Source: an optimization exercise on an open RTL-to-GDS flow (aim: small area and a short achievable clock period). Production flows keep margins and buffers that such runs may drop.
RTL that was checked went through simulation tests only; none was proved equivalent to the original.
No functional check of the RTL was part of run 1.
Power figures rest on the tool's default switching activity, not on a simulated workload.

## flow/design.v (module list and top-level ports; edited modules follow where they fit)
// module mul_R: 519 lines
// module mul_G: 531 lines
// module mul_B: 594 lines
// module mul_R_ct: 45 lines
// module mul_G_ct: 45 lines
// module mul_B_ct: 45 lines
// module add25: 92 lines
// module a1_ct23: 45 lines
// module a2_ct23: 45 lines
// module add8: 25 lines
// module add24: 89 lines
// module RGBtoGray: 335 lines
module RGBtoGray (r, g, b, valid_in, clk, rst, grayout, valid_out);
  // ...
==> flow/flow/run.sh <==
#!/bin/bash
# 1. the standard synthesis (standard.sh synth), unchanged.
# 2. flow/invpush.py: full adders are self-dual, so an fa cell can take complemented inputs and
#    give complemented outputs; it flips fa cells where that needs fewer inverters. Registers,
#    ports and every register's and port's logic function stay as synthesis made them.
set -euo pipefail
R=orfs/results/${FLOW_PLATFORM}/RGBtoGray/base
bash standard.sh SETUP_SLACK_MARGIN=8 'BUFFER_PORTS_ARGS=-buffer_cell sky130_fd_sc_hd__buf_1' synth > synth.log 2>&1
python3 flow/invpush.py $R/1_2_yosys.v $R/1_2_yosys.inv.v > invpush.log 2>&1
mv $R/1_2_yosys.inv.v $R/1_2_yosys.v
rm -f $R/1_synth.odb
bash standard.sh SETUP_SLACK_MARGIN=8 'BUFFER_PORTS_ARGS=-buffer_cell sky130_fd_sc_hd__buf_1' finish > standard_flow.log 2>&1
==> flow/flow/invpush.py <==
#!/usr/bin/env python3
"""Push inverters through full-adder cells in a flat sky130 netlist written by Yosys.
A full adder is self-dual: FA(~a,~b,~c) = (~sum, ~cout). Each fa cell may be flipped to take
complemented inputs and give complemented outputs; the flips are chosen greedily to need the
fewest inverters. The logic function of every net that is a port or a register pin is unchanged.
Usage: invpush.py IN.v OUT.v"""
import re, sys
from collections import defaultdict

src = open(sys.argv[1]).read()
inst_re = re.compile(r'^  (sky130_fd_sc_hd__\w+) (\S+)\s+\((.*?)\n  \);\n', re.S | re.M)
pin_re = re.compile(r'\.(\w+)\(([^()]*)\)')
OUTS = {'X', 'Y', 'Q', 'Q_N', 'SUM', 'COUT', 'HI', 'LO'}
insts = []
for m in inst_re.finditer(src):
    typ, name, body = m.group(1), m.group(2), m.group(3)
    pins = [(p, n.strip()) for p, n in pin_re.findall(body)]
    insts.append(dict(typ=typ, name=name, pins=pins, span=m.span()))
# ports
ports = set()
for m in re.finditer(r'^\s*(input|output)\s+(\[\d+:\d+\])?\s*(\S+);', src, re.M):
    w, n = m.group(2), m.group(3)
    if w:
        hi, lo = map(int, w[1:-1].split(':'))
        for i in range(min(hi, lo), max(hi, lo) + 1): ports.add(f"{n}[{i}]")
    ports.add(n)
def is_inv(t): return re.match(r'sky130_fd_sc_hd__(clk)?inv_\d+$', t) is not None
def is_fa(t): return re.match(r'sky130_fd_sc_hd__fa_\d+$', t) is not None
driver = {}
for k, it in enumerate(insts):
    for p, n in it['pins']:
        if p in OUTS: driver[n] = (k, p)
inv_in = {}
for k, it in enumerate(insts):
    if is_inv(it['typ']):
        d = dict(it['pins']); inv_in[d['Y']] = d['A']
# protected inverters: output is a port
def base(n):
    pol = 0
    seen = 0
    while n in inv_in and n not in ports and seen < 100:
        n = inv_in[n]; pol ^= 1; seen += 1
    return n, pol
removable = set()
for k, it in enumerate(insts):
    if is_inv(it['typ']):
        y = dict(it['pins'])['Y']
        if y not in ports: removable.add(k)
# loads: (inst k, pin p) for input pins of non-removable cells, on net n -> (base, pol)
loads = []
for k, it in enumerate(insts):
    if k in removable: continue
    for p, n in it['pins']:
        if p in OUTS: continue
        if n.startswith("1'") or n == '': continue
        b, pol = base(n)
        loads.append((k, p, b, pol))
fa = [k for k, it in enumerate(insts) if is_fa(it['typ'])
      and not any(p in OUTS and n in ports for p, n in it['pins'])]
flip = defaultdict(int)
def drvflip(b):
    d = driver.get(b)
    return flip[d[0]] if d and is_fa(insts[d[0]]['typ']) else 0
# per base: list of (load k, pol)
byb = defaultdict(list)
for k, p, b, pol in loads: byb[b].append((k, pol))
fa_in = defaultdict(set); fa_out = defaultdict(set)
for k, p, b, pol in loads:
    if is_fa(insts[k]['typ']): fa_in[k].add(b)
for b, (k, p) in driver.items():
    if is_fa(insts[k]['typ']): fa_out[k].add(b)
def cost_b(b):
    av = drvflip(b)
    return 1 if any((pol ^ flip[k]) != av for k, pol in byb[b]) else 0
def local(k):
    return sum(cost_b(b) for b in fa_in[k] | fa_out[k])
before = sum(cost_b(b) for b in byb)
for it_ in range(20):
    changed = 0
    for k in fa:
        c0 = local(k); flip[k] ^= 1; c1 = local(k)
        if c1 < c0: changed += 1
        else: flip[k] ^= 1
    if not changed: break
after = sum(cost_b(b) for b in byb)
# rewrite
newinv = {}
cnt = [0]
def inv_net(b):
    if b not in newinv:
        cnt[0] += 1
        newinv[b] = f"_invp{cnt[0]}_"
    return newinv[b]
repl = {}
for k, p, b, pol in loads:
    need = pol ^ flip[k]
    repl[(k, p)] = b if need == drvflip(b) else inv_net(b)
def esc(n):
    return n + ' ' if n.startswith('\\') else n
out = []
pos = 0
for k, it in enumerate(insts):
    s, e = it['span']
    out.append(src[pos:s]); pos = e
    if k in removable: continue
    lines = [f"  {it['typ']} {esc(it['name'])} ("]
    pl = []
    for p, n in it['pins']:
        pl.append(f"    .{p}({esc(repl.get((k, p), n))})")
    lines.append(",\n".join(pl))
    lines.append("  );\n")
    out.append("\n".join(lines))
rest = src[pos:]
extra = []
for b, n in newinv.items():
    extra.append(f"  sky130_fd_sc_hd__inv_1 {n}c (\n    .A({esc(b)}),\n    .Y({n})\n  );\n")
rest = rest.replace("endmodule", "".join(extra) + "endmodule", 1)
out.append(rest)
text = "".join(out)
decl = "".join(f"  wire {n};\n" for n in newinv.values())
text = re.sub(r'(module RGBtoGray\([^)]*\);\n)', lambda m: m.group(1) + decl, text, count=1)
open(sys.argv[2], 'w').write(text)
sys.stderr.write(f"invpush: inverters {len(removable)} -> {len(newinv)} (model {before} -> {after}), flipped {sum(flip[k] for k in fa)} of {len(fa)} fa\n")
==> flow/standard.sh <==
#!/bin/bash
# synth_recipe.tcl (not shown) runs the flow's synth.tcl, then flattens the netlist and writes it again
# the make line also repeats each setting of config.mk as NAME=value (left out here)
make -C /OpenROAD-flow-scripts/flow DESIGN_CONFIG=/design/flow/config.mk WORK_HOME=/design/flow/orfs CLKGATE_MAP_FILE= SYNTH_SCRIPT=/design/flow/synth_recipe.tcl "${@:-finish}"
==> flow/config.mk <==
export PLATFORM = sky130hd
export DESIGN_NAME = RGBtoGray
export DESIGN_NICKNAME = RGBtoGray
export VERILOG_FILES = /design/flow/design.v
export SDC_FILE = /design/flow/constraint.sdc
export NUM_CORES = 4
export LEC_CHECK = 0
export ABC_AREA = 1
export CAP_MARGIN = 20
export CORE_MARGIN = 2
export CORE_UTILIZATION = 40
export CTS_BUF_LIST = sky130_fd_sc_hd__clkbuf_4
export PLACE_DENSITY = 0.6
export SLEW_MARGIN = 20
==> flow/constraint.sdc <==
create_clock -name core_clock -period 12.0 [get_ports {clk}]
set_input_delay 2.4000 -clock core_clock [delete_from_list [all_inputs] [get_ports {clk}]]
set_output_delay 2.4000 -clock core_clock [all_outputs]
set_load 0.01 [all_outputs]
==> results.json, run 1 <==
{
  "clkCellAreaFrac_pct": 5.322,
  "clock-root-buffer": "clkbuf_4",
  "gr-usage-met3_pct": 3.863,
  "cts.path.max_buffers": 3,
  "slew_headroom_pct": 28.70,
  "multi_input_area_um2": 25890,
  "fin_worst_skew_ns": 0.1058,
  "n_antenna_cell": 9,
  "first_pass_iters": 6,
  "p_seq_uw": 4640,
  "dieHeight_um": 343.7,
  "hp-start": "sG_q2",
  "worstPathCellList": "buf_6",
  "top_layer": "met5",
  "cpLargestDelayFamily": "flip-flops",
  "synth_area_um2": 46150,
  "dpl.hpwl_um": 81300,
  "p_switching_uw": 5988,
  "worstSetupEndpointType": "output pin",
  "status": "complete, no violations",
  "cts_made_buffers": 222,
  "first_global_vias": 32334,
  "crit_start": "gout_q11[26]",
  "rows": 124,
  "postLayoutCellArea_um2": 51530,
  "p_total_uw": 13920,
  "final-hold-violation-count": 0,
  "synthCells": 4871,
  "multi_input_area_share_pct": 50.24,
  "global_route.usage.total_pct": 17.95,
  "finalWeightedCongestion": 0.8948,
  "dp_cells": 6391,
  "combPwrFrac_pct": 49.2,
  "cts_tree": "built",
  "mostFrequentLayoutCell": "nand2_1",
  "grt_pass1_wl_um": 166900,
  "slowest_delay_ns": 0.32,
  "wl_met1_um": 46290,
  "dp_slack_ns": 7.616,
  "finalNonFillerCells": 6828,
  "seq_area_um2": 17330
}
==> run 2: changes to the inputs <==
--- a/flow/design.v
+++ b/flow/design.v
@@ -1,208 +1,208 @@
 module mul_R(input [22:0] f, output [24:0] ha, output [24:0] hb, output cl);
   wire [22:0] fn = ~f;
   wire w1;
   wire w2;
-  assign {w2,w1} = f[21] + f[17];
+  assign {w2,w1} = fn[15] + fn[13];
   wire w3;
   wire w4;
-  assign {w4,w3} = f[22] + f[18] + fn[16];
+  assign {w4,w3} = fn[16] + fn[14] + fn[6];
   wire w5;
   wire w6;
-  assign {w6,w5} = fn[16] + f[13];
+  assign {w6,w5} = fn[16] + fn[7];
   wire w7;
   wire w8;
-  assign {w8,w7} = fn[17] + f[14] + f[10];
+  assign {w8,w7} = fn[17] + fn[8] + fn[6];
   wire w9;
   wire w10;
-  assign {w10,w9} = fn[18] + f[15] + f[11];
+  assign {w10,w9} = fn[18] + fn[9] + fn[7];
   wire w11;
   wire w12;
-  assign {w12,w11} = fn[19] + f[16] + f[12];
+  assign {w12,w11} = fn[19] + fn[10] + fn[8];
   wire w13;
   wire w14;
-  assign {w14,w13} = fn[10] + fn[8] + f[6];
+  assign {w14,w13} = fn[0] + f[16] + f[12];
   wire w15;
   wire w16;
-  assign {w16,w15} = fn[20] + f[17] + f[13];
+  assign {w16,w15} = fn[20] + fn[11] + fn[9];
   wire w17;
   wire w18;
-  assign {w18,w17} = fn[11] + fn[9] + f[7];
+  assign {w18,w17} = fn[1] + f[17] + f[13];
   wire w19;
   wire w20;
-  assign {w20,w19} = fn[21] + f[18] + f[14];
+  assign {w20,w19} = fn[21] + fn[12] + fn[10];
   wire w21;
   wire w22;
-  assign {w22,w21} = fn[12] + fn[10] + f[8];
+  assign {w22,w21} = fn[2] + f[18] + f[14];
   wire w23;
   wire w24;
-  assign {w24,w23} = f[5] + fn[2];
+  assign {w24,w23} = f[8] + f[5];
   wire w25;
   wire w26;
-  assign {w26,w25} = fn[22] + f[19] + f[15];
+  assign {w26,w25} = fn[22] + fn[13] + fn[11];
   wire w27;
   wire w28;
-  assign {w28,w27} = fn[13] + fn[11] + f[9];
+  assign {w28,w27} = fn[3] + f[19] + f[15];
   wire w29;
   wire w30;
-  assign {w30,w29} = f[6] + fn[3] + f[1];
+  assign {w30,w29} = f[9] + f[6] + f[1];
   wire w31;
   wire w32;
-  assign {w32,w31} = f[20] + f[16] + fn[14];
+  assign {w32,w31} = fn[14] + fn[12] + fn[4];
   wire w33;
   wire w34;
-  assign {w34,w33} = fn[12] + f[10] + f[7];
+  assign {w34,w33} = f[20] + f[16] + f[10];
   wire w35;
   wire w36;
-  assign {w36,w35} = fn[4] + f[2] + f[0];
+  assign {w36,w35} = f[7] + f[2] + f[0];
   wire w37;
   wire w38;
-  assign {w38,w37} = w1 + fn[15] + fn[13];
+  assign {w38,w37} = w1 + fn[5] + f[21];
   wire w39;
   wire w40;
-  assign {w40,w39} = f[11] + f[8] + fn[5];
+  assign {w40,w39} = f[17] + f[11] + f[8];
   wire w41;
   wire w42;
   assign {w42,w41} = f[3] + f[1] + 1'b1;
   wire w43;
   wire w44;
-  assign {w44,w43} = w2 + w3 + fn[14];
+  assign {w44,w43} = w2 + w3 + f[22];
   wire w45;
   wire w46;
-  assign {w46,w45} = f[12] + f[9] + fn[6];
+  assign {w46,w45} = f[18] + f[12] + f[9];
   wire w47;
   wire w48;
   assign {w48,w47} = f[4] + f[2] + 1'b1;
   wire w49;
   wire w50;
-  assign {w50,w49} = w4 + f[19] + fn[17];
+  assign {w50,w49} = w4 + fn[17] + fn[15];
   wire w51;
   wire w52;
-  assign {w52,w51} = fn[15] + f[13] + f[10];
+  assign {w52,w51} = fn[7] + f[19] + f[13];
   wire w53;
   wire w54;
-  assign {w54,w53} = fn[7] + f[5] + f[3];
+  assign {w54,w53} = f[10] + f[5] + f[3];
   wire w55;
   wire w56;
-  assign {w56,w55} = f[20] + fn[18] + fn[16];
+  assign {w56,w55} = fn[18] + fn[16] + fn[8];
   wire w57;
   wire w58;
-  assign {w58,w57} = f[14] + f[11] + fn[8];
+  assign {w58,w57} = f[20] + f[14] + f[11];
   wire w59;
   wire w60;
   assign {w60,w59} = f[6] + f[4];
   wire w61;
   wire w62;
-  assign {w62,w61} = f[21] + fn[19] + fn[17];
+  assign {w62,w61} = fn[19] + fn[17] + fn[9];
   wire w63;
   wire w64;
-  assign {w64,w63} = f[15] + f[12] + fn[9];
+  assign {w64,w63} = f[21] + f[15] + f[12];
   wire w65;
   wire w66;
   assign {w66,w65} = f[7] + f[5];
   wire w67;
   wire w68;
-  assign {w68,w67} = f[22] + fn[20] + fn[18];
+  assign {w68,w67} = fn[20] + fn[18] + fn[10];
   wire w69;
   wire w70;
-  assign {w70,w69} = f[16] + f[13] + fn[10];
+  assign {w70,w69} = f[22] + f[16] + f[13];
   wire w71;
   wire w72;
   assign {w72,w71} = f[8] + f[6];
   wire w73;
   wire w74;
-  assign {w74,w73} = fn[21] + fn[19] + f[17];
+  assign {w74,w73} = fn[21] + fn[19] + fn[11];
   wire w75;
   wire w76;
-  assign {w76,w75} = f[14] + fn[11] + f[9];
+  assign {w76,w75} = f[17] + f[14] + f[9];
   wire w77;
   wire w78;
   assign {w78,w77} = f[7] + 1'b1;
   wire w79;
   wire w80;
-  assign {w80,w79} = fn[22] + fn[20] + f[18];
+  assign {w80,w79} = fn[22] + fn[20] + fn[12];
   wire w81;
   wire w82;
-  assign {w82,w81} = f[15] + fn[12] + f[10];
+  assign {w82,w81} = f[18] + f[15] + f[10];
   wire w83;
   wire w84;
-  assign {w84,w83} = fn[21] + f[19] + f[16];
+  assign {w84,w83} = fn[21] + fn[13] + f[19];
   wire w85;
   wire w86;
-  assign {w86,w85} = fn[22] + f[20] + f[17];
+  assign {w86,w85} = fn[22] + fn[14] + f[20];
   wire w87;
   wire w88;
-  assign {w88,w87} = f[21] + f[18];
+  assign {w88,w87} = fn[15] + f[21];
   wire w89;
   wire w90;
-  assign {w90,w89} = fn[9] + f[6];
+  assign {w90,w89} = fn[9] + fn[0];
   wire w91;
   wire w92;
-  assign {w92,w91} = fn[10] + f[7];
+  assign {w92,w91} = fn[10] + fn[1];
   wire w93;
   wire w94;
-  assign {w94,w93} = fn[11] + f[8] + f[4];
+  assign {w94,w93} = fn[11] + fn[2] + fn[0];
   wire w95;
   wire w96;
-  assign {w96,w95} = fn[2] + fn[0];
+  assign {w96,w95} = f[8] + f[4];
   wire w97;
   wire w98;
-  assign {w98,w97} = fn[12] + f[9] + f[5];
+  assign {w98,w97} = fn[12] + fn[3] + fn[1];
   wire w99;
   wire w100;
-  assign {w100,w99} = fn[3] + fn[1];
+  assign {w100,w99} = f[9] + f[5];
   wire w101;
   wire w102;
-  assign {w102,w101} = fn[13] + f[10] + f[6];
+  assign {w102,w101} = fn[13] + fn[4] + fn[2];
   wire w103;
   wire w104;
-  assign {w104,w103} = fn[4] + fn[2] + f[0];
+  assign {w104,w103} = f[10] + f[6] + f[0];
   wire w105;
   wire w106;
-  assign {w106,w105} = fn[14] + f[11] + f[7];
+  assign {w106,w105} = fn[14] + fn[5] + fn[3];
   wire w107;
   wire w108;
-  assign {w108,w107} = fn[5] + fn[3] + f[1];
+  assign {w108,w107} = f[11] + f[7] + f[1];
   wire w109;
   wire w110;
-  assign {w110,w109} = fn[15] + f[12] + f[8];
+  assign {w110,w109} = fn[15] + fn[6] + fn[4];
   wire w111;
   wire w112;
-  assign {w112,w111} = fn[6] + fn[4] + f[2];
+  assign {w112,w111} = f[12] + f[8] + f[2];
   wire w113;
   wire w114;
-  assign {w114,w113} = w5 + f[9] + fn[7];
+  assign {w114,w113} = w5 + fn[5] + f[13];
   wire w115;
   wire w116;
-  assign {w116,w115} = fn[5] + f[3] + f[0];
+  assign {w116,w115} = f[9] + f[3] + f[0];
   wire w117;
   wire w118;
-  assign {w118,w117} = w6 + w7 + fn[8];
+  assign {w118,w117} = w6 + w7 + f[14];
   wire w119;
   wire w120;
-  assign {w120,w119} = fn[6] + f[4] + f[1];
+  assign {w120,w119} = f[10] + f[4] + f[1];
   wire w121;
   wire w122;
-  assign {w122,w121} = w8 + w9 + fn[9];
+  assign {w122,w121} = w8 + w9 + f[15];
   wire w123;
   wire w124;
-  assign {w124,w123} = fn[7] + f[5] + f[2];
+  assign {w124,w123} = f[11] + f[5] + f[2];
   wire w125;
   wire w126;
   assign {w126,w125} = w10 + w11 + w13;
   wire w127;
   wire w128;
-  assign {w128,w127} = f[3] + fn[0] + 1'b1;
+  assign {w128,w127} = f[6] + f[3] + 1'b1;
   wire w129;
   wire w130;
   assign {w130,w129} = w12 + w14 + w15;
   wire w131;
   wire w132;
-  assign {w132,w131} = w17 + f[4] + fn[1];
+  assign {w132,w131} = w17 + f[7] + f[4];
   wire w133;
   wire w134;
   assign {w134,w133} = w16 + w18 + w19;
   wire w135;
   wire w136;
   assign {w136,w135} = w21 + w23 + f[0];
   wire w137;
   wire w138;
@@ -264,53 +264,53 @@
   wire w175;
   wire w176;
   assign {w176,w175} = w79 + w81 + f[8];
   wire w177;
   wire w178;
   assign {w178,w177} = w80 + w82 + w83;
   wire w179;
   wire w180;
-  assign {w180,w179} = fn[13] + f[11] + f[9];
+  assign {w180,w179} = f[16] + f[11] + f[9];
   wire w181;
   wire w182;
-  assign {w182,w181} = w84 + w85 + fn[14];
+  assign {w182,w181} = w84 + w85 + f[17];
   wire w183;
   wire w184;
   assign {w184,w183} = f[12] + f[10] + 1'b1;
   wire w185;
   wire w186;
-  assign {w186,w185} = w86 + w87 + fn[15];
+  assign {w186,w185} = w86 + w87 + f[18];
   wire w187;
   wire w188;
   assign {w188,w187} = f[13] + f[11] + 1'b1;
   wire w189;
   wire w190;
-  assign {w190,w189} = w88 + f[22] + f[19];
+  assign {w190,w189} = w88 + fn[16] + f[22];
   wire w191;
   wire w192;
-  assign {w192,w191} = fn[16] + f[14] + f[12];
+  assign {w192,w191} = f[19] + f[14] + f[12];
   wire w193;
   wire w194;
-  assign {w194,w193} = f[20] + fn[17] + f[15];
+  assign {w194,w193} = fn[17] + f[20] + f[15];
   wire w195;
   wire w196;
-  assign {w196,w195} = f[21] + fn[18];
+  assign {w196,w195} = fn[18] + f[21];
   wire w197;
   wire w198;
-  assign {w198,w197} = f[22] + fn[19];
+  assign {w198,w197} = fn[19] + f[22];
   wire w199;
   wire w200;
   assign {w200,w199} = fn[20] + f[18];
   wire w201;
   wire w202;
-  assign {w202,w201} = w89 + f[2];
+  assign {w202,w201} = w89 + f[6];
   wire w203;
   wire w204;
-  assign {w204,w203} = w90 + w91 + f[3];
+  assign {w204,w203} = w90 + w91 + f[7];
   wire w205;
   wire w206;
   assign {w206,w205} = w92 + w93 + w95;
   wire w207;
   wire w208;
   assign {w208,w207} = w94 + w96 + w97;
   wire w209;
   wire w210;
@@ -402,20 +402,20 @@
   wire w267;
   wire w268;
   assign {w268,w267} = fn[7] + f[4];
   wire w269;
   wire w270;
   assign {w270,w269} = fn[8] + f[5] + f[1];
   wire w271;
   wire w272;
-  assign {w272,w271} = w201 + fn[0] + 1'b1;
+  assign {w272,w271} = w201 + f[2] + 1'b1;
   wire w273;
   wire w274;
-  assign {w274,w273} = w202 + w203 + fn[1];
+  assign {w274,w273} = w202 + w203 + f[3];
   wire w275;
   wire w276;
   assign {w276,w275} = w204 + w205 + 1'b1;
   wire w277;
   wire w278;
   assign {w278,w277} = w206 + w207 + w99;
   wire w279;
   wire w280;
@@ -516,209 +516,209 @@
   mul_R_ct ulo(.a(ra[22:0]), .b(rb[22:0]), .ci(1'b0), .co(cl));
   assign ha = ra[47:23];
   assign hb = rb[47:23];
 endmodule
 module mul_G(input [22:0] f, output [24:0] ha, output [24:0] hb, output cl);
   wire [22:0] fn = ~f;
   wire w1;
   wire w2;
-  assign {w2,w1} = f[22] + f[18];
+  assign {w2,w1} = fn[16] + fn[14];
   wire w3;
   wire w4;
-  assign {w4,w3} = f[19] + fn[17] + fn[15];
+  assign {w4,w3} = fn[17] + fn[15] + fn[7];
   wire w5;
   wire w6;
-  assign {w6,w5} = f[20] + fn[18];
+  assign {w6,w5} = fn[18] + fn[16];
   wire w7;
   wire w8;
-  assign {w8,w7} = f[21] + fn[19];
+  assign {w8,w7} = fn[19] + fn[17];
   wire w9;
   wire w10;
-  assign {w10,w9} = f[22] + fn[20];
+  assign {w10,w9} = fn[20] + fn[18];
   wire w11;
   wire w12;
   assign {w12,w11} = fn[21] + fn[19];
   wire w13;
   wire w14;
-  assign {w14,w13} = f[16] + f[12] + fn[10];
+  assign {w14,w13} = fn[10] + fn[8] + fn[0];
   wire w15;
   wire w16;
-  assign {w16,w15} = f[17] + f[13] + fn[11];
+  assign {w16,w15} = fn[11] + fn[9] + fn[1];
   wire w17;
   wire w18;
-  assign {w18,w17} = f[18] + f[14] + fn[12];
+  assign {w18,w17} = fn[12] + fn[10] + fn[2];
   wire w19;
   wire w20;
-  assign {w20,w19} = fn[10] + f[8] + f[5];
+  assign {w20,w19} = fn[0] + f[18] + f[14];
   wire w21;
   wire w22;
-  assign {w22,w21} = f[19] + f[15] + fn[13];
+  assign {w22,w21} = fn[13] + fn[11] + fn[3];
   wire w23;
   wire w24;
-  assign {w24,w23} = fn[11] + f[9] + f[6];
+  assign {w24,w23} = fn[1] + f[19] + f[15];
   wire w25;
   wire w26;
-  assign {w26,w25} = f[20] + f[16] + fn[14];
+  assign {w26,w25} = fn[14] + fn[12] + fn[4];
   wire w27;
   wire w28;
-  assign {w28,w27} = fn[12] + f[10] + f[7];
+  assign {w28,w27} = fn[2] + f[20] + f[16];
   wire w29;
   wire w30;
-  assign {w30,w29} = fn[4] + fn[2];
+  assign {w30,w29} = f[10] + f[7];
   wire w31;
   wire w32;
-  assign {w32,w31} = f[21] + f[17] + fn[15];
+  assign {w32,w31} = fn[15] + fn[13] + fn[5];
   wire w33;
   wire w34;
-  assign {w34,w33} = fn[13] + f[11] + f[8];
+  assign {w34,w33} = fn[3] + f[21] + f[17];
   wire w35;
   wire w36;
-  assign {w36,w35} = fn[5] + fn[3] + f[1];
+  assign {w36,w35} = f[11] + f[8] + f[1];
   wire w37;
   wire w38;
-  assign {w38,w37} = w1 + fn[16] + fn[14];
+  assign {w38,w37} = w1 + fn[6] + fn[4];
   wire w39;
   wire w40;
-  assign {w40,w39} = f[12] + f[9] + fn[6];
+  assign {w40,w39} = f[22] + f[18] + f[12];
   wire w41;
   wire w42;
-  assign {w42,w41} = fn[4] + f[2] + f[0];
+  assign {w42,w41} = f[9] + f[2] + f[0];
   wire w43;
   wire w44;
-  assign {w44,w43} = w2 + w3 + f[13];
+  assign {w44,w43} = w2 + w3 + fn[5];
   wire w45;
   wire w46;
-  assign {w46,w45} = f[10] + fn[7] + fn[5];
+  assign {w46,w45} = f[19] + f[13] + f[10];
   wire w47;
   wire w48;
   assign {w48,w47} = f[3] + f[1] + 1'b1;
   wire w49;
   wire w50;
-  assign {w50,w49} = w4 + w5 + fn[16];
+  assign {w50,w49} = w4 + w5 + fn[8];
   wire w51;
   wire w52;
-  assign {w52,w51} = f[14] + f[11] + fn[8];
+  assign {w52,w51} = fn[6] + f[20] + f[14];
   wire w53;
   wire w54;
-  assign {w54,w53} = fn[6] + f[4] + f[2];
+  assign {w54,w53} = f[11] + f[4] + f[2];
   wire w55;
   wire w56;
-  assign {w56,w55} = w6 + w7 + fn[17];
+  assign {w56,w55} = w6 + w7 + fn[9];
   wire w57;
   wire w58;
-  assign {w58,w57} = f[15] + f[12] + fn[9];
+  assign {w58,w57} = fn[7] + f[21] + f[15];
   wire w59;
   wire w60;
-  assign {w60,w59} = fn[7] + f[5] + f[3];
+  assign {w60,w59} = f[12] + f[5] + f[3];
   wire w61;
   wire w62;
-  assign {w62,w61} = w8 + w9 + fn[18];
+  assign {w62,w61} = w8 + w9 + fn[10];
   wire w63;
   wire w64;
-  assign {w64,w63} = f[16] + f[13] + fn[10];
+  assign {w64,w63} = fn[8] + f[22] + f[16];
   wire w65;
   wire w66;
-  assign {w66,w65} = fn[8] + f[6] + f[4];
+  assign {w66,w65} = f[13] + f[6] + f[4];
   wire w67;
   wire w68;
-  assign {w68,w67} = w10 + w11 + f[17];
+  assign {w68,w67} = w10 + w11 + fn[11];
   wire w69;
   wire w70;
-  assign {w70,w69} = f[14] + fn[11] + fn[9];
+  assign {w70,w69} = fn[9] + f[17] + f[14];
   wire w71;
   wire w72;
   assign {w72,w71} = f[7] + f[5] + 1'b1;
   wire w73;
   wire w74;
   assign {w74,w73} = w12 + fn[22] + fn[20];
   wire w75;
   wire w76;
-  assign {w76,w75} = f[18] + f[15] + fn[12];
+  assign {w76,w75} = fn[12] + fn[10] + f[18];
   wire w77;
   wire w78;
-  assign {w78,w77} = fn[10] + f[8] + f[6];
+  assign {w78,w77} = f[15] + f[8] + f[6];
   wire w79;
   wire w80;
-  assign {w80,w79} = fn[21] + f[19] + f[16];
+  assign {w80,w79} = fn[21] + fn[13] + fn[11];
   wire w81;
   wire w82;
-  assign {w82,w81} = fn[13] + fn[11] + f[9];
+  assign {w82,w81} = f[19] + f[16] + f[9];
   wire w83;
   wire w84;
-  assign {w84,w83} = fn[22] + f[20] + f[17];
+  assign {w84,w83} = fn[22] + fn[14] + fn[12];
   wire w85;
   wire w86;
-  assign {w86,w85} = fn[14] + fn[12] + f[10];
+  assign {w86,w85} = f[20] + f[17] + f[10];
   wire w87;
   wire w88;
-  assign {w88,w87} = f[21] + f[18] + fn[15];
+  assign {w88,w87} = fn[15] + fn[13] + f[21];
   wire w89;
   wire w90;
-  assign {w90,w89} = fn[13] + f[11];
+  assign {w90,w89} = f[18] + f[11];
   wire w91;
   wire w92;
-  assign {w92,w91} = f[22] + f[19] + fn[16];
+  assign {w92,w91} = fn[16] + fn[14] + f[22];
   wire w93;
   wire w94;
-  assign {w94,w93} = f[8] + f[4];
+  assign {w94,w93} = fn[2] + fn[0];
   wire w95;
   wire w96;
-  assign {w96,w95} = f[9] + f[5];
+  assign {w96,w95} = fn[3] + fn[1];
   wire w97;
   wire w98;
-  assign {w98,w97} = f[10] + f[6] + fn[4];
+  assign {w98,w97} = fn[4] + fn[2] + f[10];
   wire w99;
   wire w100;
-  assign {w100,w99} = f[11] + f[7] + fn[5];
+  assign {w100,w99} = fn[5] + fn[3] + f[11];
   wire w101;
   wire w102;
-  assign {w102,w101} = f[12] + f[8] + fn[6];
+  assign {w102,w101} = fn[6] + fn[4] + f[12];
   wire w103;
   wire w104;
-  assign {w104,w103} = f[13] + f[9] + fn[7];
+  assign {w104,w103} = fn[7] + fn[5] + f[13];
   wire w105;
   wire w106;
-  assign {w106,w105} = fn[5] + f[3];
+  assign {w106,w105} = f[9] + f[3];
   wire w107;
   wire w108;
-  assign {w108,w107} = f[14] + f[10] + fn[8];
+  assign {w108,w107} = fn[8] + fn[6] + f[14];
   wire w109;
   wire w110;
-  assign {w110,w109} = fn[6] + f[4] + f[1];
+  assign {w110,w109} = f[10] + f[4] + f[1];
   wire w111;
   wire w112;
-  assign {w112,w111} = f[15] + f[11] + fn[9];
+  assign {w112,w111} = fn[9] + fn[7] + f[15];
   wire w113;
   wire w114;
-  assign {w114,w113} = fn[7] + f[5] + f[2];
+  assign {w114,w113} = f[11] + f[5] + f[2];
   wire w115;
   wire w116;
-  assign {w116,w115} = w13 + fn[8] + f[6];
+  assign {w116,w115} = w13 + f[16] + f[12];
   wire w117;
   wire w118;
-  assign {w118,w117} = f[3] + fn[0] + 1'b1;
+  assign {w118,w117} = f[6] + f[3] + 1'b1;
   wire w119;
   wire w120;
-  assign {w120,w119} = w14 + w15 + fn[9];
+  assign {w120,w119} = w14 + w15 + f[17];
   wire w121;
   wire w122;
-  assign {w122,w121} = f[7] + f[4] + fn[1];
+  assign {w122,w121} = f[13] + f[7] + f[4];
   wire w123;
   wire w124;
   assign {w124,w123} = w16 + w17 + w19;
   wire w125;
   wire w126;
-  assign {w126,w125} = fn[2] + fn[0] + 1'b1;
+  assign {w126,w125} = f[8] + f[5] + 1'b1;
   wire w127;
   wire w128;
   assign {w128,w127} = w18 + w20 + w21;
   wire w129;
   wire w130;
-  assign {w130,w129} = w23 + fn[3] + fn[1];
+  assign {w130,w129} = w23 + f[9] + f[6];
   wire w131;
   wire w132;
   assign {w132,w131} = w22 + w24 + w25;
   wire w133;
   wire w134;
   assign {w134,w133} = w27 + w29 + f[0];
   wire w135;
   wire w136;
@@ -786,32 +786,32 @@
   wire w177;
   wire w178;
   assign {w178,w177} = w89 + f[9] + 1'b1;
   wire w179;
   wire w180;
   assign {w180,w179} = w88 + w90 + w91;
   wire w181;
   wire w182;
-  assign {w182,w181} = fn[14] + f[12] + f[10];
+  assign {w182,w181} = f[19] + f[12] + f[10];
   wire w183;
   wire w184;
-  assign {w184,w183} = w92 + f[20] + fn[17];
+  assign {w184,w183} = w92 + fn[17] + fn[15];
   wire w185;
   wire w186;
-  assign {w186,w185} = fn[15] + f[13] + f[11];
+  assign {w186,w185} = f[20] + f[13] + f[11];
   wire w187;
   wire w188;
-  assign {w188,w187} = f[21] + fn[18] + fn[16];
+  assign {w188,w187} = fn[18] + fn[16] + f[21];
   wire w189;
   wire w190;
   assign {w190,w189} = f[14] + f[12];
   wire w191;
   wire w192;
-  assign {w192,w191} = f[22] + fn[19] + fn[17];
+  assign {w192,w191} = fn[19] + fn[17] + f[22];
   wire w193;
   wire w194;
   assign {w194,w193} = f[15] + f[13];
   wire w195;
   wire w196;
   assign {w196,w195} = fn[20] + fn[18] + f[16];
   wire w197;
   wire w198;
@@ -819,35 +819,35 @@
   wire w199;
   wire w200;
   assign {w200,w199} = fn[21] + fn[19] + f[17];
   wire w201;
   wire w202;
   assign {w202,w201} = fn[22] + fn[20];
   wire w203;
   wire w204;
-  assign {w204,w203} = f[6] + f[2];
+  assign {w204,w203} = fn[0] + f[6];
   wire w205;
   wire w206;
-  assign {w206,w205} = f[7] + f[3];
+  assign {w206,w205} = fn[1] + f[7];
   wire w207;
   wire w208;
-  assign {w208,w207} = w93 + fn[2] + fn[0];
+  assign {w208,w207} = w93 + f[8] + f[4];
   wire w209;
   wire w210;
-  assign {w210,w209} = w94 + w95 + fn[3];
+  assign {w210,w209} = w94 + w95 + f[9];
   wire w211;
   wire w212;
-  assign {w212,w211} = w96 + w97 + fn[2];
+  assign {w212,w211} = w96 + w97 + f[6];
   wire w213;
   wire w214;
-  assign {w214,w213} = w98 + w99 + fn[3];
+  assign {w214,w213} = w98 + w99 + f[7];
   wire w215;
   wire w216;
-  assign {w216,w215} = w100 + w101 + fn[4];
+  assign {w216,w215} = w100 + w101 + f[8];
   wire w217;
   wire w218;
   assign {w218,w217} = w102 + w103 + w105;
   wire w219;
   wire w220;
   assign {w220,w219} = w104 + w106 + w107;
   wire w221;
   wire w222;
@@ -927,26 +927,26 @@
   wire w271;
   wire w272;
   assign {w272,w271} = fn[22] + f[20] + f[18];
   wire w273;
   wire w274;
   assign {w274,w273} = f[21] + f[19];
   wire w275;
   wire w276;
-  assign {w276,w275} = w203 + fn[0];
+  assign {w276,w275} = w203 + f[2];
   wire w277;
   wire w278;
-  assign {w278,w277} = w204 + w205 + fn[1];
+  assign {w278,w277} = w204 + w205 + f[3];
   wire w279;
   wire w280;
   assign {w280,w279} = w206 + w207 + 1'b1;
   wire w281;
   wire w282;
-  assign {w282,w281} = w208 + w209 + fn[1];
+  assign {w282,w281} = w208 + w209 + f[5];
   wire w283;
   wire w284;
   assign {w284,w283} = w210 + w211 + f[0];
   wire w285;
   wire w286;
   assign {w286,w285} = w212 + w213 + f[1];
   wire w287;
   wire w288;
@@ -1047,245 +1047,245 @@
   mul_G_ct ulo(.a(ra[22:0]), .b(rb[22:0]), .ci(1'b0), .co(cl));
   assign ha = ra[47:23];
   assign hb = rb[47:23];
 endmodule
 module mul_B(input [22:0] f, output [24:0] ha, output [24:0] hb, output cl);
   wire [22:0] fn = ~f;
   wire w1;
   wire w2;
-  assign {w2,w1} = f[21] + f[19] + f[17];
+  assign {w2,w1} = fn[15] + fn[10] + fn[6];
   wire w3;
   wire w4;
-  assign {w4,w3} = f[22] + f[20] + f[18];
+  assign {w4,w3} = fn[16] + fn[11] + fn[7];
   wire w5;
   wire w6;
-  assign {w6,w5} = f[21] + f[19] + fn[17];
+  assign {w6,w5} = fn[17] + fn[12] + fn[8];
   wire w7;
   wire w8;
-  assign {w8,w7} = f[22] + f[20] + fn[18];
+  assign {w8,w7} = fn[18] + fn[13] + fn[9];
   wire w9;
   wire w10;
-  assign {w10,w9} = f[21] + fn[19] + f[17];
+  assign {w10,w9} = fn[19] + fn[14] + fn[10];
   wire w11;
   wire w12;
-  assign {w12,w11} = f[22] + fn[20];
+  assign {w12,w11} = fn[20] + fn[15];
   wire w13;
   wire w14;
-  assign {w14,w13} = fn[21] + f[19];
+  assign {w14,w13} = fn[21] + fn[16];
   wire w15;
   wire w16;
-  assign {w16,w15} = f[11] + f[9];
+  assign {w16,w15} = fn[5] + fn[0];
   wire w17;
   wire w18;
-  assign {w18,w17} = f[12] + f[10];
+  assign {w18,w17} = fn[6] + fn[1];
   wire w19;
   wire w20;
-  assign {w20,w19} = f[13] + f[11];
+  assign {w20,w19} = fn[7] + fn[2];
   wire w21;
   wire w22;
-  assign {w22,w21} = f[14] + f[12];
+  assign {w22,w21} = fn[8] + fn[3];
   wire w23;
   wire w24;
-  assign {w24,w23} = f[15] + f[13] + f[11];
+  assign {w24,w23} = fn[9] + fn[4] + fn[0];
   wire w25;
   wire w26;
-  assign {w26,w25} = fn[9] + f[7];
+  assign {w26,w25} = f[15] + f[13];
   wire w27;
   wire w28;
-  assign {w28,w27} = f[16] + f[14] + f[12];
+  assign {w28,w27} = fn[10] + fn[5] + fn[1];
   wire w29;
   wire w30;
-  assign {w30,w29} = fn[10] + f[8];
+  assign {w30,w29} = f[16] + f[14];
   wire w31;
   wire w32;
-  assign {w32,w31} = f[17] + f[15] + f[13];
+  assign {w32,w31} = fn[11] + fn[6] + fn[2];
   wire w33;
   wire w34;
-  assign {w34,w33} = fn[11] + f[9] + fn[6];
+  assign {w34,w33} = f[17] + f[15] + f[13];
   wire w35;
   wire w36;
-  assign {w36,w35} = f[18] + f[16] + f[14];
+  assign {w36,w35} = fn[12] + fn[7] + fn[3];
   wire w37;
   wire w38;
-  assign {w38,w37} = fn[12] + f[10] + fn[7];
+  assign {w38,w37} = f[18] + f[16] + f[14];
   wire w39;
   wire w40;
-  assign {w40,w39} = f[19] + f[17] + f[15];
+  assign {w40,w39} = fn[13] + fn[8] + fn[4];
   wire w41;
   wire w42;
-  assign {w42,w41} = fn[13] + f[11] + fn[8];
+  assign {w42,w41} = f[19] + f[17] + f[15];
   wire w43;
   wire w44;
-  assign {w44,w43} = fn[4] + f[2];
+  assign {w44,w43} = f[11] + f[2];
   wire w45;
   wire w46;
-  assign {w46,w45} = f[20] + f[18] + f[16];
+  assign {w46,w45} = fn[14] + fn[9] + fn[5];
   wire w47;
   wire w48;
-  assign {w48,w47} = fn[14] + f[12] + fn[9];
+  assign {w48,w47} = f[20] + f[18] + f[16];
   wire w49;
   wire w50;
-  assign {w50,w49} = fn[5] + f[3] + f[1];
+  assign {w50,w49} = f[12] + f[3] + f[1];
   wire w51;
   wire w52;
-  assign {w52,w51} = w1 + fn[15] + f[13];
+  assign {w52,w51} = w1 + fn[0] + f[21];
   wire w53;
   wire w54;
-  assign {w54,w53} = fn[10] + fn[6] + f[4];
+  assign {w54,w53} = f[19] + f[17] + f[13];
   wire w55;
   wire w56;
-  assign {w56,w55} = f[2] + fn[0] + 1'b1;
+  assign {w56,w55} = f[4] + f[2] + 1'b1;
   wire w57;
   wire w58;
-  assign {w58,w57} = w2 + w3 + fn[16];
+  assign {w58,w57} = w2 + w3 + fn[1];
   wire w59;
   wire w60;
-  assign {w60,w59} = f[14] + fn[11] + fn[7];
+  assign {w60,w59} = f[22] + f[20] + f[18];
   wire w61;
   wire w62;
-  assign {w62,w61} = f[5] + f[3] + fn[1];
+  assign {w62,w61} = f[14] + f[5] + f[3];
   wire w63;
   wire w64;
-  assign {w64,w63} = w4 + w5 + f[15];
+  assign {w64,w63} = w4 + w5 + fn[2];
   wire w65;
   wire w66;
-  assign {w66,w65} = fn[12] + fn[8] + f[6];
+  assign {w66,w65} = f[21] + f[19] + f[15];
   wire w67;
   wire w68;
-  assign {w68,w67} = f[4] + fn[2] + 1'b1;
+  assign {w68,w67} = f[6] + f[4] + 1'b1;
   wire w69;
   wire w70;
-  assign {w70,w69} = w6 + w7 + f[16];
+  assign {w70,w69} = w6 + w7 + fn[3];
   wire w71;
   wire w72;
-  assign {w72,w71} = fn[13] + fn[9] + f[7];
+  assign {w72,w71} = f[22] + f[20] + f[16];
   wire w73;
   wire w74;
-  assign {w74,w73} = f[5] + fn[3] + f[0];
+  assign {w74,w73} = f[7] + f[5] + f[0];
   wire w75;
   wire w76;
-  assign {w76,w75} = w8 + w9 + fn[14];
+  assign {w76,w75} = w8 + w9 + fn[4];
   wire w77;
   wire w78;
-  assign {w78,w77} = fn[10] + f[8] + f[6];
+  assign {w78,w77} = f[21] + f[17] + f[8];
   wire w79;
   wire w80;
-  assign {w80,w79} = fn[4] + f[1] + 1'b1;
+  assign {w80,w79} = f[6] + f[1] + 1'b1;
   wire w81;
   wire w82;
-  assign {w82,w81} = w10 + w11 + f[18];
+  assign {w82,w81} = w10 + w11 + fn[11];
   wire w83;
   wire w84;
-  assign {w84,w83} = fn[15] + fn[11] + f[9];
+  assign {w84,w83} = fn[5] + f[22] + f[18];
   wire w85;
   wire w86;
-  assign {w86,w85} = f[7] + fn[5] + f[2];
+  assign {w86,w85} = f[9] + f[7] + f[2];
   wire w87;
   wire w88;
-  assign {w88,w87} = w12 + w13 + fn[16];
+  assign {w88,w87} = w12 + w13 + fn[12];
   wire w89;
   wire w90;
-  assign {w90,w89} = fn[12] + f[10] + f[8];
+  assign {w90,w89} = fn[6] + f[19] + f[10];
   wire w91;
   wire w92;
-  assign {w92,w91} = fn[6] + f[3] + 1'b1;
+  assign {w92,w91} = f[8] + f[3] + 1'b1;
   wire w93;
   wire w94;
-  assign {w94,w93} = w14 + fn[22] + f[20];
+  assign {w94,w93} = w14 + fn[22] + fn[17];
   wire w95;
   wire w96;
-  assign {w96,w95} = fn[17] + fn[13] + f[11];
+  assign {w96,w95} = fn[13] + fn[7] + f[20];
   wire w97;
   wire w98;
-  assign {w98,w97} = f[9] + fn[7] + f[4];
+  assign {w98,w97} = f[11] + f[9] + f[4];
   wire w99;
   wire w100;
-  assign {w100,w99} = f[21] + fn[18] + fn[14];
+  assign {w100,w99} = fn[18] + fn[14] + fn[8];
   wire w101;
   wire w102;
-  assign {w102,w101} = f[12] + f[10] + fn[8];
+  assign {w102,w101} = f[21] + f[12] + f[10];
   wire w103;
   wire w104;
-  assign {w104,w103} = f[22] + fn[19] + fn[15];
+  assign {w104,w103} = fn[19] + fn[15] + fn[9];
   wire w105;
   wire w106;
-  assign {w106,w105} = f[13] + f[11] + fn[9];
+  assign {w106,w105} = f[22] + f[13] + f[11];
   wire w107;
   wire w108;
-  assign {w108,w107} = fn[20] + fn[16] + f[14];
+  assign {w108,w107} = fn[20] + fn[16] + fn[10];
   wire w109;
   wire w110;
   assign {w110,w109} = fn[21] + fn[17];
   wire w111;
   wire w112;
   assign {w112,w111} = fn[22] + fn[18];
   wire w113;
   wire w114;
-  assign {w114,w113} = f[6] + f[4];
+  assign {w114,w113} = fn[0] + f[6];
   wire w115;
   wire w116;
-  assign {w116,w115} = f[7] + f[5];
+  assign {w116,w115} = fn[1] + f[7];
   wire w117;
   wire w118;
-  assign {w118,w117} = f[8] + f[6] + f[4];
+  assign {w118,w117} = fn[2] + f[8] + f[6];
   wire w119;
   wire w120;
-  assign {w120,w119} = f[9] + f[7] + f[5];
+  assign {w120,w119} = fn[3] + f[9] + f[7];
   wire w121;
   wire w122;
-  assign {w122,w121} = f[10] + f[8] + f[6];
+  assign {w122,w121} = fn[4] + f[10] + f[8];
   wire w123;
   wire w124;
-  assign {w124,w123} = w15 + f[7] + fn[5];
+  assign {w124,w123} = w15 + f[11] + f[9];
   wire w125;
   wire w126;
-  assign {w126,w125} = f[3] + fn[0];
+  assign {w126,w125} = f[7] + f[3];
   wire w127;
   wire w128;
-  assign {w128,w127} = w16 + w17 + f[8];
+  assign {w128,w127} = w16 + w17 + f[12];
   wire w129;
   wire w130;
-  assign {w130,w129} = fn[6] + f[4] + fn[1];
+  assign {w130,w129} = f[10] + f[8] + f[4];
   wire w131;
   wire w132;
-  assign {w132,w131} = w18 + w19 + f[9];
+  assign {w132,w131} = w18 + w19 + f[13];
   wire w133;
   wire w134;
-  assign {w134,w133} = fn[7] + f[5] + fn[2];
+  assign {w134,w133} = f[11] + f[9] + f[5];
   wire w135;
   wire w136;
-  assign {w136,w135} = w20 + w21 + f[10];
+  assign {w136,w135} = w20 + w21 + f[14];
   wire w137;
   wire w138;
-  assign {w138,w137} = fn[8] + f[6] + fn[3];
+  assign {w138,w137} = f[12] + f[10] + f[6];
   wire w139;
   wire w140;
   assign {w140,w139} = w22 + w23 + w25;
   wire w141;
   wire w142;
-  assign {w142,w141} = fn[4] + fn[0] + 1'b1;
+  assign {w142,w141} = f[11] + f[7] + 1'b1;
   wire w143;
   wire w144;
   assign {w144,w143} = w24 + w26 + w27;
   wire w145;
   wire w146;
-  assign {w146,w145} = w29 + fn[5] + fn[1];
+  assign {w146,w145} = w29 + f[12] + f[8];
   wire w147;
   wire w148;
   assign {w148,w147} = w28 + w30 + w31;
   wire w149;
   wire w150;
-  assign {w150,w149} = w33 + fn[2] + f[0];
+  assign {w150,w149} = w33 + f[9] + f[0];
   wire w151;
   wire w152;
   assign {w152,w151} = w32 + w34 + w35;
   wire w153;
   wire w154;
-  assign {w154,w153} = w37 + fn[3] + f[1];
+  assign {w154,w153} = w37 + f[10] + f[1];
   wire w155;
   wire w156;
   assign {w156,w155} = w36 + w38 + w39;
   wire w157;
   wire w158;
   assign {w158,w157} = w41 + w43 + f[0];
   wire w159;
   wire w160;
@@ -1353,77 +1353,77 @@
   wire w201;
   wire w202;
   assign {w202,w201} = w105 + f[6] + 1'b1;
   wire w203;
   wire w204;
   assign {w204,w203} = w104 + w106 + w107;
   wire w205;
   wire w206;
-  assign {w206,w205} = f[12] + fn[10] + f[7];
+  assign {w206,w205} = f[14] + f[12] + f[7];
   wire w207;
   wire w208;
-  assign {w208,w207} = w108 + w109 + f[15];
+  assign {w208,w207} = w108 + w109 + fn[11];
   wire w209;
   wire w210;
-  assign {w210,w209} = f[13] + fn[11] + f[8];
+  assign {w210,w209} = f[15] + f[13] + f[8];
   wire w211;
   wire w212;
-  assign {w212,w211} = w110 + w111 + f[16];
+  assign {w212,w211} = w110 + w111 + fn[12];
   wire w213;
   wire w214;
-  assign {w214,w213} = f[14] + fn[12] + f[9];
+  assign {w214,w213} = f[16] + f[14] + f[9];
   wire w215;
   wire w216;
-  assign {w216,w215} = w112 + fn[19] + f[17];
+  assign {w216,w215} = w112 + fn[19] + fn[13];
   wire w217;
   wire w218;
-  assign {w218,w217} = f[15] + fn[13] + f[10];
+  assign {w218,w217} = f[17] + f[15] + f[10];
   wire w219;
   wire w220;
-  assign {w220,w219} = fn[20] + f[18] + f[16];
+  assign {w220,w219} = fn[20] + fn[14] + f[18];
   wire w221;
   wire w222;
-  assign {w222,w221} = fn[14] + f[11] + 1'b1;
+  assign {w222,w221} = f[16] + f[11] + 1'b1;
   wire w223;
   wire w224;
-  assign {w224,w223} = fn[21] + f[19] + f[17];
+  assign {w224,w223} = fn[21] + fn[15] + f[19];
   wire w225;
   wire w226;
-  assign {w226,w225} = fn[15] + f[12] + 1'b1;
+  assign {w226,w225} = f[17] + f[12] + 1'b1;
   wire w227;
   wire w228;
-  assign {w228,w227} = fn[22] + f[20] + f[18];
+  assign {w228,w227} = fn[22] + fn[16] + f[20];
   wire w229;
   wire w230;
-  assign {w230,w229} = fn[16] + f[13] + 1'b1;
+  assign {w230,w229} = f[18] + f[13] + 1'b1;
   wire w231;
   wire w232;
-  assign {w232,w231} = f[21] + f[19] + fn[17];
+  assign {w232,w231} = fn[17] + f[21] + f[19];
   wire w233;
   wire w234;
   assign {w234,w233} = f[14] + 1'b1;
   wire w235;
   wire w236;
-  assign {w236,w235} = f[22] + f[20] + fn[18];
+  assign {w236,w235} = fn[18] + f[22] + f[20];
   wire w237;
   wire w238;
-  assign {w238,w237} = w113 + f[2];
+  assign {w238,w237} = w113 + f[4];
   wire w239;
   wire w240;
-  assign {w240,w239} = w114 + w115 + f[3];
+  assign {w240,w239} = w114 + w115 + f[5];
   wire w241;
   wire w242;
-  assign {w242,w241} = w116 + w117 + fn[2];
+  assign {w242,w241} = w116 + w117 + f[4];
   wire w243;
   wire w244;
-  assign {w244,w243} = w118 + w119 + fn[3];
+  assign {w244,w243} = w118 + w119 + f[5];
   wire w245;
   wire w246;
-  assign {w246,w245} = w120 + w121 + fn[4];
+  assign {w246,w245} = w120 + w121 + f[6];
   wire w247;
   wire w248;
   assign {w248,w247} = w122 + w123 + w125;
   wire w249;
   wire w250;
   assign {w250,w249} = w124 + w126 + w127;
   wire w251;
   wire w252;
@@ -1503,35 +1503,35 @@
   wire w301;
   wire w302;
   assign {w302,w301} = w228 + w230 + w231;
   wire w303;
   wire w304;
   assign {w304,w303} = w232 + w234 + w235;
   wire w305;
   wire w306;
-  assign {w306,w305} = w236 + f[21] + fn[19];
+  assign {w306,w305} = w236 + fn[19] + f[21];
   wire w307;
   wire w308;
-  assign {w308,w307} = f[22] + fn[20];
+  assign {w308,w307} = fn[20] + f[22];
   wire w309;
   wire w310;
   assign {w310,w309} = fn[21] + f[18];
   wire w311;
   wire w312;
   assign {w312,w311} = f[4] + f[2];
   wire w313;
   wire w314;
   assign {w314,w313} = f[5] + f[3] + f[1];
   wire w315;
   wire w316;
-  assign {w316,w315} = w237 + fn[0] + 1'b1;
+  assign {w316,w315} = w237 + f[2] + 1'b1;
   wire w317;
   wire w318;
-  assign {w318,w317} = w238 + w239 + fn[1];
+  assign {w318,w317} = w238 + w239 + f[3];
   wire w319;
   wire w320;
   assign {w320,w319} = w240 + w241 + f[0];
   wire w321;
   wire w322;
   assign {w322,w321} = w242 + w243 + f[1];
   wire w323;
   wire w324;
@@ -2099,17 +2099,16 @@
   wire [24:0] haB, hbB; wire clB;
   mul_B umB(.f(b_q1[22:0]), .ha(haB), .hb(hbB), .cl(clB));
   wire [0:0] hB = (b_q1[22:0] >= 23'd809428);
   wire [7:0] eB = b_q1[30:23] + 8'd252 + {7'd0, hB};
   wire [0:0] sB = b_q1[31];
   wire [0:0] ziB = (b_q1[30:23] == 8'd0);
   wire [0:0] zR = ziR | (eR == 8'd0);
   wire [0:0] zG = ziG | (eG == 8'd0);
-  wire [0:0] zB = ziB | (eB == 8'd0);
   reg [24:0] haR_q2;
   always @(posedge clk) haR_q2 <= haR;
   reg [24:0] hbR_q2;
   always @(posedge clk) hbR_q2 <= hbR;
   reg [0:0] clR_q2;
   always @(posedge clk) clR_q2 <= clR;
   reg [0:0] hR_q2;
   always @(posedge clk) hR_q2 <= hR;
@@ -2142,18 +2141,16 @@
   reg [0:0] sB_q2;
   always @(posedge clk) sB_q2 <= sB;
   reg [0:0] ziB_q2;
   always @(posedge clk) ziB_q2 <= ziB;
   reg [0:0] zR_q2;
   always @(posedge clk) zR_q2 <= zR;
   reg [0:0] zG_q2;
   always @(posedge clk) zG_q2 <= zG;
-  reg [0:0] zB_q2;
-  always @(posedge clk) zB_q2 <= zB;
   wire [7:0] a1_dxy, a1_dyx; wire a1_cxy, a1_cyx;
   add8 a1_usxy(.a(eG_q2), .b(~eR_q2), .ci(1'b1), .s(a1_dxy), .co(a1_cxy));
   add8 a1_usyx(.a(eR_q2), .b(~eG_q2), .ci(1'b1), .s(a1_dyx), .co(a1_cyx));
   wire [0:0] a1_exlt = ~a1_cxy;
   wire [0:0] a1_eq = a1_cxy & a1_cyx;
   wire [7:0] a1_d = ~a1_cxy ? a1_dyx : a1_dxy;
   wire [24:0] pR; wire pcR;
   add25 uadR(.a(haR_q2), .b(hbR_q2), .ci(clR_q2), .s(pR), .co(pcR));
@@ -2184,18 +2181,16 @@
   reg [0:0] zG_q3;
   always @(posedge clk) zG_q3 <= zG_q2;
   reg [0:0] sB2_q3;
   always @(posedge clk) sB2_q3 <= sB2;
   reg [7:0] eB2_q3;
   always @(posedge clk) eB2_q3 <= eB2;
   reg [22:0] fB2_q3;
   always @(posedge clk) fB2_q3 <= fB2;
-  reg [0:0] zB_q3;
-  always @(posedge clk) zB_q3 <= zB_q2;
   reg [7:0] a1_d_q3;
   always @(posedge clk) a1_d_q3 <= a1_d;
   reg [0:0] a1_exlt_q3;
   always @(posedge clk) a1_exlt_q3 <= a1_exlt;
   reg [0:0] a1_eq_q3;
   always @(posedge clk) a1_eq_q3 <= a1_eq;
   wire [0:0] a1_sely = ~zR_q3 & (zG_q3 | a1_exlt_q3);
   wire [7:0] a1_el = a1_sely ? eR_q3 : eG_q3;
@@ -2233,18 +2228,16 @@
   reg [0:0] a1_nz_q4;
   always @(posedge clk) a1_nz_q4 <= a1_nz;
   reg [0:0] sB2_q4;
   always @(posedge clk) sB2_q4 <= sB2_q3;
   reg [7:0] eB2_q4;
   always @(posedge clk) eB2_q4 <= eB2_q3;
   reg [22:0] fB2_q4;
   always @(posedge clk) fB2_q4 <= fB2_q3;
-  reg [0:0] zB_q4;
-  always @(posedge clk) zB_q4 <= zB_q3;
   wire [23:0] a1_ma; wire a1_mc;
   add24 a1_uadd(.a({1'b1, a1_fl_q4}), .b(a1_ms_q4 ^ {24{a1_sub_q4}}), .ci(a1_sub_q4), .s(a1_ma), .co(a1_mc));
   wire [24:0] a1_m = {a1_mc & ~a1_sub_q4, a1_ma};
   reg [7:0] a1_el_q5;
   always @(posedge clk) a1_el_q5 <= a1_el_q4;
   reg [24:0] a1_m_q5;
   always @(posedge clk) a1_m_q5 <= a1_m;
   reg [0:0] a1_sl_q5;
@@ -2254,18 +2247,16 @@
   reg [0:0] a1_nz_q5;
   always @(posedge clk) a1_nz_q5 <= a1_nz_q4;
   reg [0:0] sB2_q5;
   always @(posedge clk) sB2_q5 <= sB2_q4;
   reg [7:0] eB2_q5;
   always @(posedge clk) eB2_q5 <= eB2_q4;
   reg [22:0] fB2_q5;
   always @(posedge clk) fB2_q5 <= fB2_q4;
-  reg [0:0] zB_q5;
-  always @(posedge clk) zB_q5 <= zB_q4;
   wire [23:0] a1_n0 = a1_m_q5[23:0];
   wire a1_z16 = (a1_n0[23:8] == 16'd0);
   wire [23:0] a1_n1 = a1_z16 ? {a1_n0[7:0], 16'd0} : a1_n0;
   wire a1_z8 = (a1_n1[23:16] == 8'd0);
   wire [23:0] a1_n2 = a1_z8 ? {a1_n1[15:0], 8'd0} : a1_n1;
   wire a1_z4 = (a1_n2[23:20] == 4'd0);
   wire [23:0] a1_n3 = a1_z4 ? {a1_n2[19:0], 4'd0} : a1_n2;
   wire a1_z2 = (a1_n3[23:22] == 2'd0);
@@ -2290,18 +2281,16 @@
   reg [0:0] a1_nz_q6;
   always @(posedge clk) a1_nz_q6 <= a1_nz_q5;
   reg [0:0] sB2_q6;
   always @(posedge clk) sB2_q6 <= sB2_q5;
   reg [7:0] eB2_q6;
   always @(posedge clk) eB2_q6 <= eB2_q5;
   reg [22:0] fB2_q6;
   always @(posedge clk) fB2_q6 <= fB2_q5;
-  reg [0:0] zB_q6;
-  always @(posedge clk) zB_q6 <= zB_q5;
   wire [7:0] a1_eadd; wire a1_eco;
   add8 a1_uexp(.a(a1_el_q6), .b(a1_lzn_q6[5] ? 8'd0 : {3'b111, a1_lzn_q6[4:0]}), .ci(1'b1), .s(a1_eadd), .co(a1_eco));
   wire [7:0] a1_eo = a1_mz_q6 ? 8'd0 : a1_eadd;
   wire [0:0] a1_so = a1_mz_q6 ? 1'b0 : a1_sl_q6;
   wire [22:0] a1_fo2 = a1_fo_q6;
   wire [0:0] a1_zo = a1_zxy_q6 | (a1_nz_q6 & (a1_eo == 8'd0));
   wire [7:0] a2_dxy, a2_dyx; wire a2_cxy, a2_cyx;
   add8 a2_usxy(.a(eB2_q6), .b(~a1_eo), .ci(1'b1), .s(a2_dxy), .co(a2_cxy));
@@ -2318,36 +2307,35 @@
   reg [0:0] a1_zo_q7;
   always @(posedge clk) a1_zo_q7 <= a1_zo;
   reg [0:0] sB2_q7;
   always @(posedge clk) sB2_q7 <= sB2_q6;
   reg [7:0] eB2_q7;
   always @(posedge clk) eB2_q7 <= eB2_q6;
   reg [22:0] fB2_q7;
   always @(posedge clk) fB2_q7 <= fB2_q6;
-  reg [0:0] zB_q7;
-  always @(posedge clk) zB_q7 <= zB_q6;
   reg [7:0] a2_d_q7;
   always @(posedge clk) a2_d_q7 <= a2_d;
   reg [0:0] a2_exlt_q7;
   always @(posedge clk) a2_exlt_q7 <= a2_exlt;
   reg [0:0] a2_eq_q7;
   always @(posedge clk) a2_eq_q7 <= a2_eq;
-  wire [0:0] a2_sely = ~a1_zo_q7 & (zB_q7 | a2_exlt_q7);
+  wire [0:0] zBx = (eB2_q7 == 8'd0);
+  wire [0:0] a2_sely = ~a1_zo_q7 & (zBx | a2_exlt_q7);
   wire [7:0] a2_el = a2_sely ? a1_eo_q7 : eB2_q7;
   wire [22:0] a2_flE = a2_sely ? a1_fo2_q7 : fB2_q7;
   wire [22:0] a2_fsE = a2_sely ? fB2_q7 : a1_fo2_q7;
-  wire [0:0] a2_nz = ~zB_q7 & ~a1_zo_q7;
-  wire [0:0] a2_zxy = zB_q7 & a1_zo_q7;
+  wire [0:0] a2_nz = ~zBx & ~a1_zo_q7;
+  wire [0:0] a2_zxy = zBx & a1_zo_q7;
   wire a2_fxge;
   a2_ct23 a2_ucmp(.a(fB2_q7), .b(~a1_fo2_q7), .ci(1'b1), .co(a2_fxge));
   wire [0:0] a2_swm = a2_nz & a2_eq_q7 & ~a2_fxge;
   wire [0:0] a2_sl = (a2_sely | a2_swm) ? a1_so_q7 : sB2_q7;
   wire [0:0] a2_sub = sB2_q7 ^ a1_so_q7;
-  wire [0:0] a2_kill = zB_q7 | a1_zo_q7 | (a2_d_q7[7:5] != 3'd0) | (a2_d_q7[4:3] == 2'b11);
+  wire [0:0] a2_kill = zBx | a1_zo_q7 | (a2_d_q7[7:5] != 3'd0) | (a2_d_q7[4:3] == 2'b11);
   wire [23:0] a2_a0 = {1'b1, a2_fsE};
   wire [23:0] a2_a1 = a2_d_q7[0] ? {1'b0, a2_a0[23:1]} : a2_a0;
   wire [23:0] a2_a2 = a2_d_q7[1] ? {2'b0, a2_a1[23:2]} : a2_a1;
   wire [23:0] a2_a3 = a2_d_q7[2] ? {4'b0, a2_a2[23:4]} : a2_a2;
   wire [23:0] a2_a4 = a2_d_q7[3] ? {8'b0, a2_a3[23:8]} : a2_a3;
   wire [23:0] a2_a5 = a2_d_q7[4] ? {16'b0, a2_a4[23:16]} : a2_a4;
   wire [23:0] a2_msE = a2_kill ? 24'd0 : a2_a5;
   wire [22:0] a2_fl = a2_swm ? a2_msE[22:0] : a2_flE;
--- a/flow/flow/invpush.py
+++ b/flow/flow/invpush.py
@@ -77,16 +77,35 @@
 before = sum(cost_b(b) for b in byb)
 for it_ in range(20):
     changed = 0
     for k in fa:
         c0 = local(k); flip[k] ^= 1; c1 = local(k)
         if c1 < c0: changed += 1
         else: flip[k] ^= 1
     if not changed: break
+# then a short deterministic annealing run from the greedy result, keeping the best
+import random, math
+rng = random.Random(12345)
+cur = sum(cost_b(b) for b in byb)
+best = cur; best_flip = {k: flip[k] for k in fa}
+T = 1.0
+steps = 400 * len(fa) if fa else 0
+for st in range(steps):
+    k = fa[rng.randrange(len(fa))]
+    c0 = local(k); flip[k] ^= 1; c1 = local(k)
+    dlt = c1 - c0
+    if dlt <= 0 or rng.random() < math.exp(-dlt / T):
+        cur += dlt
+        if cur < best:
+            best = cur; best_flip = {k2: flip[k2] for k2 in fa}
+    else:
+        flip[k] ^= 1
+    T = max(0.05, 1.0 * (1 - st / steps))
+for k in fa: flip[k] = best_flip[k]
 after = sum(cost_b(b) for b in byb)
 # rewrite
 newinv = {}
 cnt = [0]
 def inv_net(b):
     if b not in newinv:
         cnt[0] += 1
         newinv[b] = f"_invp{cnt[0]}_"
==> flow/config.mk (replaced) <==
export PLATFORM = sky130hd
export DESIGN_NAME = RGBtoGray
export DESIGN_NICKNAME = RGBtoGray
export VERILOG_FILES = /design/flow/design.v
export SDC_FILE = /design/flow/constraint.sdc
export NUM_CORES = 4
export LEC_CHECK = 0
export ABC_AREA = 1
export CAP_MARGIN = 20
export CORE_MARGIN = 2
export CORE_UTILIZATION = 40
export CTS_BUF_LIST = sky130_fd_sc_hd__clkbuf_8
export CTS_CLUSTER_DIAMETER = 40
export CTS_CLUSTER_SIZE = 10
export PLACE_DENSITY = 0.6
export SLEW_MARGIN = 20
==> run 2 against run 1 <==
  * Worst hold slack better by 0.017 ns
  * Setup slack better by 0.11 ns
  * Sequential power hardly changed
  * Via count is 2.1% lower
  * Non-clock buffer count is 13 lower
==> results.json, run 2 <==
{
  "rows": 123,
  "worstSetupEndpointType": "flop",
  "mostFrequentLayoutCell": "nand2_1",
  "wl_per_cell_um": 15.61,
  "fin_worst_skew_ns": 0.04222,
  "antenna_found_initial": 5,
  "clk_latency_ns": 0.83,
  "grt-busiest-layer": "met2",
  "hold_path.class": "flop to flop",
  "fmax_mhz": 259.6,
  "cp_common_cell": "fa_1",
  "ctsHoldBuffers": 0,
  "final_max_slew_viol_count": 0,
  "switching_share_pct": 43.15,
  "design.core.area_um2": 112800,
  "met2_usage_pct": 29.63,
  "syn_area_per_cell_um2": 9.494,
  "period_share_pct": 32.10,
  "cts_made_buffers": 134,
  "crit_required_ns": 12.70,
  "syn_nets": 5736,
  "reg2reg_from": "r_q1[10]",
  "post_route_cells_drive_above_1_share_pct": 7.512,
  "vias": 31202,
  "drc_errors": 0,
  "first_pass_iters": 5,
  "r2r_cells": 11,
  "worstPathCellList": "clkinvlp_4, fa_1, fa_1, fa_1, fa_1, ha_1, a21oi_1, o21a_1, nor2_1, a211oi_1, nand3_1",
  "drt-vias-per-instance": 4.746,
  "ios": 132,
  "gr-usage-met3_pct": 3.456,
  "status": "complete, no violations",
  "synth_area_um2": 45640,
  "port_buffers": 131,
  "placed_area_um2": 47550,
  "antenna_left": 0,
  "worst-setup-path-type": "flop to flop",
  "grt_max_degree": 103,
  "finalWeightedCongestion": 0.9210,
  "r2r-end": "clR_q2",
  "ir_drop_uv": 117.2,
  "min_path_cells": 0,
  "synthCells": 4807,
  "die_w_um": 341.8,
  "hp-start": "a1_el_q4[6]",
  "first_global_vias": 31763,
  "yosys_warnings": 1,
  "clock-root-buffer": "clkbuf_8",
  "p_seq_share_pct": 32.7,
  "min_to": "a1_el_q5[6]",
  "grt.overflow.total": 0,
  "dieArea_um2": 116800,
  "nFillCells": 10966,
  "fin_tns_setup_ns": 0,
  "cts.path.max_buffers": 3,
  "maxCapViolations": 0,
  "p_switching_uw": 6119,
  "crit_start": "r_q1[10]",
  "slew_headroom_pct": 29.05,
  "crit_arrival_ns": 4.55,
  "area_growth_pct": 11.39,
  "cts_tree": "built",
  "cp_max_fo": 7,
  "postLayoutCellArea_um2": 50840,
  "start_kind": "flop",
  "clock-sinks": 856,
  "leakagePower_uw": 0.02348,
  "grtUsageMet1_pct": 23.95,
  "grt_pass1_wl_um": 167900,
  "final-hold-violation-count": 0,
  "final_cell_mix": "nand2_1, dfxtp_1, inv_1",
  "slowest_delay_ns": 0.58,
  "global_route.usage.total_pct": 18.12,
  "finalWirelength_um": 102600,
  "rsz0062_at_grt": "false",
  "finalSetupViolCount": 0,
  "finish.utilization_pct": 45.07,
  "nets": 5911,
  "combPwrFrac_pct": 48.9,
  "crit_slowest_cell": "fa_1",
  "min_period_ns": 3.852,
  "holdWs_ns": 0.3120,
  "dieHeight_um": 341.8,
  "worst_pin_slew_ns": 1.063,
  "start_util_pct": 40.46,
  "power.density_nw_per_um2": 278.9,
  "first_iter_violations": 1648,
  "power.internal_uw": 8061,
  "clock_power_share_pct": 18.4,
  "h-tree-depth": 4,
  "regToRegSetupSlack_ns": 8.15,
  "path_clk_slew_ns": 0.07,
  "dpl.hpwl_um": 81520
}
run 2: final cells by class:
| class | instances | area [µm²] | share of cell area (%) |
|---|---|---|---|
| clock buffer | 145 | 1996 | 3.925 |
| inverter | 533 | 2034 | 4.002 |
| timing repair buffer | 175 | 822.0 | 1.617 |
| antenna | 2 | 5.005 | 0.009844 |
| sequential | 856 | 17220 | 33.88 |
| tap | 1500 | 1877 | 3.692 |
| multi-input combinational | 3282 | 26020 | 51.17 |
| clock inverter | 81 | 865.8 | 1.703 |
run 2: power by group through the flow:
stage                     sequential (µW)  clock, µW  combinational [µW]
after floorplan                      4410          0                5290
final                                4630       2610                6940
after global placement               4700          0                6790
after detailed placement             4710          0                6890
after global routing                 4750       2840                8090
after CTS                            4650       2720                6950
run 2: how the worst max path moves through the flow:
stage	end	slack [ns]	depth (start not counted)
finish	clR_q2	8.15	11
detailed placement	a2_d_q7[7]	7.39	18
CTS	a2_d_q7[7]	8.00	21
floorplan	clB_q2	8.16	10
global route	a2_d_q7[7]	7.99	21
global placement	a2_d_q7[7]	7.51	18
run 2: metrics by stage:
step | setup WS [ns] | power [µW] | std cells
floorplan | 8.163 | 9699 | 4807
global placement | 7.514 | 11490 | 6316
detailed placement | 7.390 | 11600 | 6316
CTS | 7.995 | 14320 | 6543
global route | 7.994 | 15690 | 6574
finish | 8.148 | 14180 | 6574
run 2: metal layers:
layer,up-vias,wire (µm)
met3,176,4918
met4,0,2923
met1,14714,46950
li1,15668,-
met5,-,0
met2,644,47850
run 2: what timing repair did:
action / in CTS / in global routing
resized for setup: 34 / 50
pin swaps: 0 / 4
buffers inserted: 1 / 29
setup endpoints to repair: 12 / 32
hold endpoints to repair: 0 / 0
run 2: worst max-delay path, delay by kind of cell, from the launching register on:
family	cells	cell delay [ns]
AO/OA/AOI/OAI	3	0.53
AND/OR/NAND/NOR	2	0.17
buffers and inverters	1	0.23
adder cells (fa/ha/maj)	5	2.28
flip-flops	1	0.52

Check on run 2: ideal ports give 8.148 ns setup slack; a clkbuf_16 on the clock port and buf_2 on the inputs give 8.148 ns; moving port delays by the midpoint clock arrival (0.876 ns) as well gives 8.148 ns.
